What follows belongs to an exercise in optimizing a design on an open flow for small area and a short achievable clock period; a production flow would make more cautious choices. Function was not checked in any run shown here: the RTL went through the layout flow alone. Power figures rest on the tool's default switching activity, not on a simulated workload.

## flow/design.v (module list and top-level ports; edited modules follow where they fit)
// module CannyEdge: 1020 lines
module CannyEdge(dAddrRegRow, dAddrRegCol, bWE, bCE, InData, OutData,
	OPMode, bOPEnable, dReadReg, dWriteReg, clk, rst_b);
  // ...
==> flow/flow/run.sh <==
#!/bin/bash
# Standard layout with two changes:
#  - after the standard synthesis, flow/polarity.py removes inverters between
#    full adders (a full adder is self-dual, so an adder can be implemented in
#    its inverted form); registers and all other cells are untouched;
#  - timing repair aims at a setup slack margin of MARGIN ns, and the port
#    buffers are plain buffers instead of the delay cell buffer_ports picks.
set -euo pipefail
MARGIN=6
R=orfs/results/sky130hd/CannyEdge/base
bash standard.sh synth > log_synth.txt 2>&1
cp $R/1_2_yosys.v $R/1_2_yosys_std.v
python3 flow/polarity.py $R/1_2_yosys_std.v $R/1_2_yosys.v > log_polarity.txt 2>&1
rm -f $R/1_synth.odb $R/1_synth.sdc
bash standard.sh SETUP_SLACK_MARGIN=$MARGIN "BUFFER_PORTS_ARGS=-buffer_cell sky130_fd_sc_hd__buf_2" finish > log_finish.txt 2>&1
==> flow/flow/polarity.py <==
#!/usr/bin/env python3
# Full-adder polarity clean-up on a Yosys netlist of sky130 cells.
# A full adder is self-dual: FA(~a,~b,~c) = (~cout, ~sum). Yosys's extract_fa
# picks input/output inversions freely, which leaves many inverters between
# adders. This pass chooses, for each fa cell, whether to implement it in the
# inverted form, so that as few signals as possible need an inverter, and then
# rebuilds the inverters (one per signal that needs the inverted polarity).
# Registers and all other cells are left as they are.
# usage: polarity.py in.v out.v
import re, sys, random

OUTPINS = {"X", "Y", "Q", "Q_N", "SUM", "COUT", "HI", "LO"}
src = open(sys.argv[1]).read()
cell_re = re.compile(r"^  (sky130_fd_sc_hd__\w+) (\S+)\s+\((.*?)\n  \);\n", re.S | re.M)
pin_re = re.compile(r"\.(\w+)\(([^()]*)\)")

cells = []
for m in cell_re.finditer(src):
    pins = [(p, n.strip()) for p, n in pin_re.findall(m.group(3))]
    cells.append([m.group(1), m.group(2), pins, m.start(), m.end()])

def is_inv(t):
    return t in ("sky130_fd_sc_hd__inv_1", "sky130_fd_sc_hd__clkinv_1")
def is_fa(t):
    return t.startswith("sky130_fd_sc_hd__fa_")

inv_of = {}       # inverter output net -> input net
for c in cells:
    if is_inv(c[0]):
        d = dict(c[2])
        inv_of[d["Y"]] = d["A"]
drv = {}          # net -> cell index (non-inverter drivers)
for i, c in enumerate(cells):
    if is_inv(c[0]):
        continue
    for p, n in c[2]:
        if p in OUTPINS:
            drv[n] = i

def root(n):
    par = 0
    seen = 0
    while n in inv_of:
        n = inv_of[n]; par ^= 1; seen += 1
        if seen > 100:
            raise SystemExit("inverter loop")
    return n, par

# consumers of each root: list of (cell index, pin, parity)
cons = {}
ext_inv_roots = set()
for i, c in enumerate(cells):
    if is_inv(c[0]):
        continue
    for p, n in c[2]:
        if p in OUTPINS:
            continue
        r, par = root(n)
        cons.setdefault(r, []).append((i, p, par))
# inverter outputs that are not consumed by any cell (e.g. ports) keep their inverters
consumed = set()
for c in cells:
    for p, n in c[2]:
        if p not in OUTPINS:
            consumed.add(n)
port_nets = set()
for m in re.finditer(r"^\s*output\s+(?:\[(\d+):(\d+)\]\s+)?(\S+);", src, re.M):
    if m.group(1):
        for b in range(int(m.group(2)), int(m.group(1)) + 1):
            port_nets.add("%s[%d]" % (m.group(3), b))
    else:
        port_nets.add(m.group(3))
for n in inv_of:
    if n in port_nets:
        raise SystemExit("inverter drives a port; not handled")

fa_idx = [i for i, c in enumerate(cells) if is_fa(c[0])]
f = {i: 0 for i in fa_idx}
def fl(i):
    return f.get(i, 0)
def root_cost(r):
    fd = fl(drv[r]) if r in drv else 0
    return 1 if any(par ^ fl(ci) ^ fd for ci, p, par in cons.get(r, [])) else 0

# roots touched by each fa: its outputs and its inputs
touch = {}
for i in fa_idx:
    rs = set()
    for p, n in cells[i][2]:
        if p in OUTPINS:
            rs.add(n)
        else:
            rs.add(root(n)[0])
    touch[i] = rs
before = sum(root_cost(r) for r in cons)
def local_search(seed):
    improved = True
    it = 0
    while improved and it < 50:
        improved = False
        it += 1
        order = fa_idx[:]
        random.Random(seed * 1000 + it).shuffle(order)
        for i in order:
            rs = touch[i]
            c0 = sum(root_cost(r) for r in rs)
            f[i] ^= 1
            c1 = sum(root_cost(r) for r in rs)
            if c1 < c0 or (c1 == c0 and random.Random(seed * 7 + i + it).random() < 0.3):
                improved = improved or c1 < c0
            else:
                f[i] ^= 1
local_search(0)
best = dict(f); bestc = sum(root_cost(r) for r in cons)
# perturb and re-optimise a few times; keep the best assignment
rng = random.Random(12345)
for rnd in range(1, 200):
    for i in rng.sample(fa_idx, max(1, len(fa_idx) // 20)):
        f[i] ^= 1
    local_search(rnd)
    c = sum(root_cost(r) for r in cons)
    if c < bestc:
        best = dict(f); bestc = c
    else:
        f.clear(); f.update(best)
f.clear(); f.update(best)
after = sum(root_cost(r) for r in cons)
sys.stderr.write("polarity: %d fa cells, %d flipped, inverted signals %d -> %d, old inverter cells %d\n"
                 % (len(fa_idx), sum(f.values()), before, after, len(inv_of)))

# rebuild connections
newconn = {}   # (cell index, pin) -> net
newinv = []
k = 0
for r, lst in cons.items():
    fd = fl(drv[r]) if r in drv else 0
    need = [(ci, p) for ci, p, par in lst if par ^ fl(ci) ^ fd]
    keep = [(ci, p) for ci, p, par in lst if not (par ^ fl(ci) ^ fd)]
    for ci, p in keep:
        newconn[(ci, p)] = r
    if need:
        k += 1
        nn = "_pol%d_" % k
        newinv.append((nn, r))
        for ci, p in need:
            newconn[(ci, p)] = nn

out = []
pos = 0
wire_decl = "".join("  wire %s;\n" % nn for nn, r in newinv)
for i, c in enumerate(cells):
    out.append(src[pos:c[3]])
    pos = c[4]
    if is_inv(c[0]):
        continue
    pins = []
    for p, n in c[2]:
        if p not in OUTPINS:
            n = newconn[(i, p)]
        pins.append("    .%s(%s)" % (p, n if not n.startswith("\\") else n + " "))
    nm = c[1] + " " if c[1].startswith("\\") else c[1]
    out.append("  %s %s (\n%s\n  );\n" % (c[0], nm, ",\n".join(pins)))
tail = src[pos:]
for j, (nn, r) in enumerate(newinv):
    tail_cell = "  sky130_fd_sc_hd__inv_1 _polinv%d_ (\n    .A(%s),\n    .Y(%s)\n  );\n" % (
        j + 1, r if not r.startswith("\\") else r + " ", nn)
    out.append(tail_cell)
out.append(tail)
res = "".join(out)
# declare the new wires after the module header
mh = re.search(r"^module [^;]*;\n", res, re.M | re.S)
res = res[:mh.end()] + wire_decl + res[mh.end():]
n_in = len(re.findall(r"^  sky130_fd_sc_hd__", src, re.M))
if n_in != len(cells):
    raise SystemExit("parsed %d of %d cells" % (len(cells), n_in))
open(sys.argv[2], "w").write(res)
==> flow/standard.sh <==
#!/bin/bash
# synth_recipe.tcl (not shown) runs the flow's synth.tcl, then flattens the netlist and writes it again
# the make line also repeats each setting of config.mk as NAME=value (left out here)
make -C /OpenROAD-flow-scripts/flow DESIGN_CONFIG=/design/flow/config.mk WORK_HOME=/design/flow/orfs CLKGATE_MAP_FILE= SYNTH_SCRIPT=/design/flow/synth_recipe.tcl "${@:-finish}"
==> flow/config.mk <==
export PLATFORM = sky130hd
export DESIGN_NAME = CannyEdge
export DESIGN_NICKNAME = CannyEdge
export VERILOG_FILES = /design/flow/design.v
export SDC_FILE = /design/flow/constraint.sdc
export NUM_CORES = 4
export LEC_CHECK = 0
export CAP_MARGIN = 20
export CORE_MARGIN = 2
export CORE_UTILIZATION = 55
export CTS_BUF_LIST = sky130_fd_sc_hd__clkbuf_8
export CTS_CLUSTER_DIAMETER = 60
export CTS_CLUSTER_SIZE = 12
export PLACE_DENSITY = 0.7
export SLEW_MARGIN = 20
==> flow/constraint.sdc <==
create_clock -name core_clock -period 10.0 [get_ports {clk}]
set_input_delay 2.0000 -clock core_clock [delete_from_list [all_inputs] [get_ports {clk}]]
set_output_delay 2.0000 -clock core_clock [all_outputs]
set_load 0.01 [all_outputs]
==> impl_metrics.ini, run 1 <==
[final_layout]
largest_reg_flops = 200
utilization_pct = 59.76
largestClassByArea = multi-input gates
seq_share_pct = 37.13
clock_area_share_pct = 3.013
final_cell_mix = 378 x fa_1, 323 x edfxtp_1, 150 x inv_1

[floorplan]
core_sq_mm = 0.04412

[detailed_routing]
first_pass_iters = 7
drt_wl_total_mm = 68.50
vias_per_cell = 6.215

[synthesis]
synthCells = 1635
yosysWarnings = 3

[grt]
overflow = 0
grt_usage_pct = 31.07

[pwr]
pwr-share-seq_pct = 54.9
leakage_nw = 9.536
swShare_pct = 25.13
power.total_mw = 2.744

[placement]
gp_congestion = 0.9594
numPortBuffers = 37
place_worst_setup_slack_ns = 5.392

[clock_tree]
postCtsHoldBufs = 0
cts_setup_buffers = 9

[timing]
report.final.hold_viol_count = 0
maxSlewViolCount = 0
holdWs_ns = 0.4192

[run_status]
status = complete, no violations

[worst_setup_path]
cpPeakStageDelay_ns = 1.09
crit_family = compound AO/OA/AOI/OAI gates
crit_required_ns = 10.25
worstSetupPathType = in -> reg
==> run 2: changes to the inputs <==
--- a/flow/design.v
+++ b/flow/design.v
@@ -922,28 +922,22 @@
 end
 wire nms_max = x[6] >= xa && x[6] >= xb;
 wire nms_zero = op1 && OPMode == 3'd2 && nms_max;
 wire [3:0] pdz;    
 assign pdz[0] = nms_zero && pd == 2'd0;
 assign pdz[1] = nms_zero && pd == 2'd1;
 assign pdz[2] = nms_zero && pd == 2'd2;
 assign pdz[3] = nms_zero && pd == 2'd3;
-reg [7:0] xrow [0:4];
 reg [7:0] xsel;
-integer k, r;
+integer k;
 always @* begin
-	for (r = 0; r < 5; r = r + 1) begin
-		xrow[r] = 8'd0;
-		for (k = 0; k < 5; k = k + 1)
-			xrow[r] = xrow[r] | ({8{cdec[k]}} & x[r*5+k]);
-	end
 	xsel = 8'd0;
-	for (r = 0; r < 5; r = r + 1)
-		xsel = xsel | ({8{rdec[r]}} & xrow[r]);
+	for (k = 0; k < 25; k = k + 1)
+		xsel = xsel | ({8{sel[k]}} & x[k]);
 end
 wire hi6 = x[6] >= 8'd15;
 wire lo6 = x[6] <= 8'd10;
 wire bt = hi6 || (!lo6 && (xa >= 8'd15 || xb >= 8'd15 || za || zb));
 always @(posedge clk or negedge rst_b) begin
 	if (!rst_b)
 		S <= 2'd0;
 	else if (bCE) begin
==> flow/flow/run.sh (replaced) <==
#!/bin/bash
# Standard layout with two changes:
#  - after the standard synthesis, flow/polarity.py removes inverters between
#    full adders (a full adder is self-dual, so an adder can be implemented in
#    its inverted form); registers and all other cells are untouched;
#  - timing repair aims at a setup slack margin of MARGIN ns, and the port
#    buffers are plain buffers instead of the delay cell buffer_ports picks.
set -euo pipefail
MARGIN=6.5
R=orfs/results/sky130hd/CannyEdge/base
bash standard.sh synth > log_synth.txt 2>&1
cp $R/1_2_yosys.v $R/1_2_yosys_std.v
python3 flow/polarity.py $R/1_2_yosys_std.v $R/1_2_yosys.v > log_polarity.txt 2>&1
rm -f $R/1_synth.odb $R/1_synth.sdc
bash standard.sh SETUP_SLACK_MARGIN=$MARGIN "BUFFER_PORTS_ARGS=-buffer_cell sky130_fd_sc_hd__buf_2" finish > log_finish.txt 2>&1
==> impl_metrics.ini, run 2 <==
[run_status]
status = complete, no violations

[synthesis]
netlist_area_sq_mm = 0.02426
synth_fp_nets = 2180
yosysWarnings = 2
synth_area_per_cell_sq_um = 14.82
synthCells = 1637

[placement]
numPortBuffers = 37
gp_congestion = 1.123
place_worst_setup_slack_ns = 5.452
dpl_cell_area_sq_mm = 0.02536
dp_hpwl_mm = 66.87

[clock_tree]
cts-htree-levels = 2
insertion_delay_ns = 0.63
cts_buffers = 39
cts_sinks = 327
cts_buffer_depth = 3
postCtsHoldBufs = 0
cts-root-buf = clkbuf_8
cts_tree = yes
clk_pin_slew_ns = 0.08

[final_layout]
final_cell_mix = 347 x fa_1, 323 x edfxtp_1, 142 x buf_4
regMostFlops = x
stdcell_area_sq_mm = 0.02849
fillers = 3044
top_regs = x x200, gq x53
drive_gt1_share_pct = 25.28
utilization_pct = 65.85
largest_reg_flops = 200
syn_to_final_growth_pct = 17.45
layout.nets = 2405
final_common_cell = fa_1

[detailed_routing]
drtAntennaViolNets = 0
drt_iter0_drc = 2336
first_pass_iters = 7
routed-via-count = 16341
drc_errors = 0
routedWlPerCell_um = 36.55
drt_wl_total_mm = 90.02
vias_per_cell = 6.635

[grt]
grt_start_max_net_pins = 66
overflow = 0
grt_pass1_vias = 16784
grt_use_met2_pct = 56.58
grt_usage_pct = 39.85
antenna_found_initial = 4
grt_pass1_wl_mm = 124.9
top_usage_layer = met2
gr-usage-met3_pct = 15.25
met1_usage_pct = 52.58

[pwr]
switchingPower_uw = 631.5
powerDensity_mw_per_mm2 = 91.73
p_clk_share_pct = 36.4
swShare_pct = 24.16
internal_power_mw = 1.982
ir_drop_mv = 0.09234
pwr-share-seq_pct = 57.6
comb_power_share_pct = 6.0
leakage_nw = 10.75

[timing]
fin_ws_ns = 6.227
setup_viol = 0
fmax_ghz = 0.2651
tns_ns = 0
maxSlewViolCount = 0
period_needed_ns = 3.773
holdWs_ns = 0.4248
report.final.hold_viol_count = 0
finClkSkew_ns = 0.05070
fin_crit_sh_pct = 37.73
tightestPinTransition_ns = 0.8890
slew_headroom_pct = 39.20
rsz0062_at_grt = yes

[worst_setup_path]
worstPathArrival_ns = 4.12
crit_family = adder cells
regToRegSetupSlack_ns = 6.23
slowest_stage = edfxtp_1
cp-end-kind = register
cpPeakStageDelay_ns = 0.66
path_buf_inv = 0
cp_max_fo = 5
crit_required_ns = 10.34
worstSetupPathType = reg -> reg
start_kind = register
path_cells = fa_1 -> fa_1 -> fa_1 -> ha_1 -> or4_1 -> a31o_1 -> a21oi_2 -> xnor2_1
crit_top_cell = fa_1

[run]
maxCapViolations = 0

[min_path]
hold_class = reg -> reg

[floorplan]
die_h_um = 214.0
ioPinCount = 38
die_area_sq_mm = 0.04580
initial_core_util_pct = 56.07
rows = 76
die_x_um = 214.0
core_sq_mm = 0.04327
==> run 2: layout make-up <==
type	instances	area, sq um	area share, %
multi-input cells	1123	14720	51.68
flip-flops and latches	327	9789	34.36
repair buffers	230	1992	6.991
well taps	585	732.0	2.569
inverters	141	545.5	1.915
clock buffers	39	536.8	1.884
clock inverters	15	165.2	0.5797
diodes	3	7.507	0.02635
==> run 2: final timing paths <==
check / from / endpoint / cells after the start
worst max-delay path: x[0][6] / Gy[9] / 8
min in group asynchronous: rst_b / S[1] / 1
max in group asynchronous: rst_b / S[0] / 1
worst min register to register: y6c[1] / pd[1] / 0
worst min-delay path: y6c[1] / pd[1] / 0
worst max register to register: x[0][6] / Gy[9] / 8
==> run 2: timing repair <==
| item | 4_1_cts | 5_1_grt |
|---|---|---|
| gates resized for setup | 118 | 73 |
| hold endpoints to repair | 0 | 0 |
| setup buffers | 142 | 42 |
| setup endpoints to repair | 225 | 121 |
| pin swaps | 77 | 53 |
| gates cloned | 0 | 0 |
==> run 2: per-layer routing <==
layer,up-vias,routed length (um)
met4,6,6428
met2,1300,37750
met1,8335,32790
met5,-,75
li1,6341,-
met3,359,12970
==> run 2: worst reg2reg max path, stage by stage, from the launching register on <==
cell      delay (ns)
edfxtp_1        0.66
fa_1            0.66
fa_1            0.44
fa_1            0.45
ha_1            0.28
or4_1           0.51
a31o_1          0.24
a21oi_2         0.15
xnor2_1         0.10
==> run 2: per-stage QoR <==
stage	power, mW	instances
CTS	2.612	2418
global placement	1.674	2222
finish	2.613	2463
global route	2.683	2460
detailed placement	1.678	2222
floorplan	1.627	1637
==> run 2: power by group through the flow <==
| stage | combinational, mW | clock, mW | sequential [mW] |
|---|---|---|---|
| after floorplan | 0.0917 | 0 | 1.53 |
| after global placement | 0.138 | 0 | 1.54 |
| after detailed placement | 0.141 | 0 | 1.54 |
| after CTS | 0.149 | 0.958 | 1.50 |
| after global routing | 0.169 | 1.01 | 1.51 |
| final | 0.157 | 0.951 | 1.51 |

-- what the ideal ports hide --
How much do the figures lean on ideal ports? The routed layouts below were timed once more, with nothing changed but the port constraints. Step 1: set_driving_cell puts a clkbuf_16 on clk and a buf_2 on each other input, an assumption about the parent block. Step 2 times the ports against the registers' clock, not the clock port: input delays grow and output delays shrink by t, the midpoint of the rising clock arrivals with the driver on. Slacks: ideal / step 1 / step 2; pairs: ideal / step 1.
run | t, ns | slack for setup (ns) | hold slack, ns | worst register clock-pin slew, ns | worst slew at a driven data input, ns
run 1 | 0.681 | 5.957 / 5.989 / 5.307 | 0.419 / 0.419 / 0.419 | 0.09 / 0.09 | 0.10
run 2 | 0.661 | 6.227 / 6.227 / 5.868 | 0.425 / 0.425 / 0.425 | 0.09 / 0.09 | 0.09
After both steps setup and hold are still met in every run listed. For run 1, which loses most, drivers alone change the setup slack by +0.032 ns; drivers and shift together by -0.650 ns.
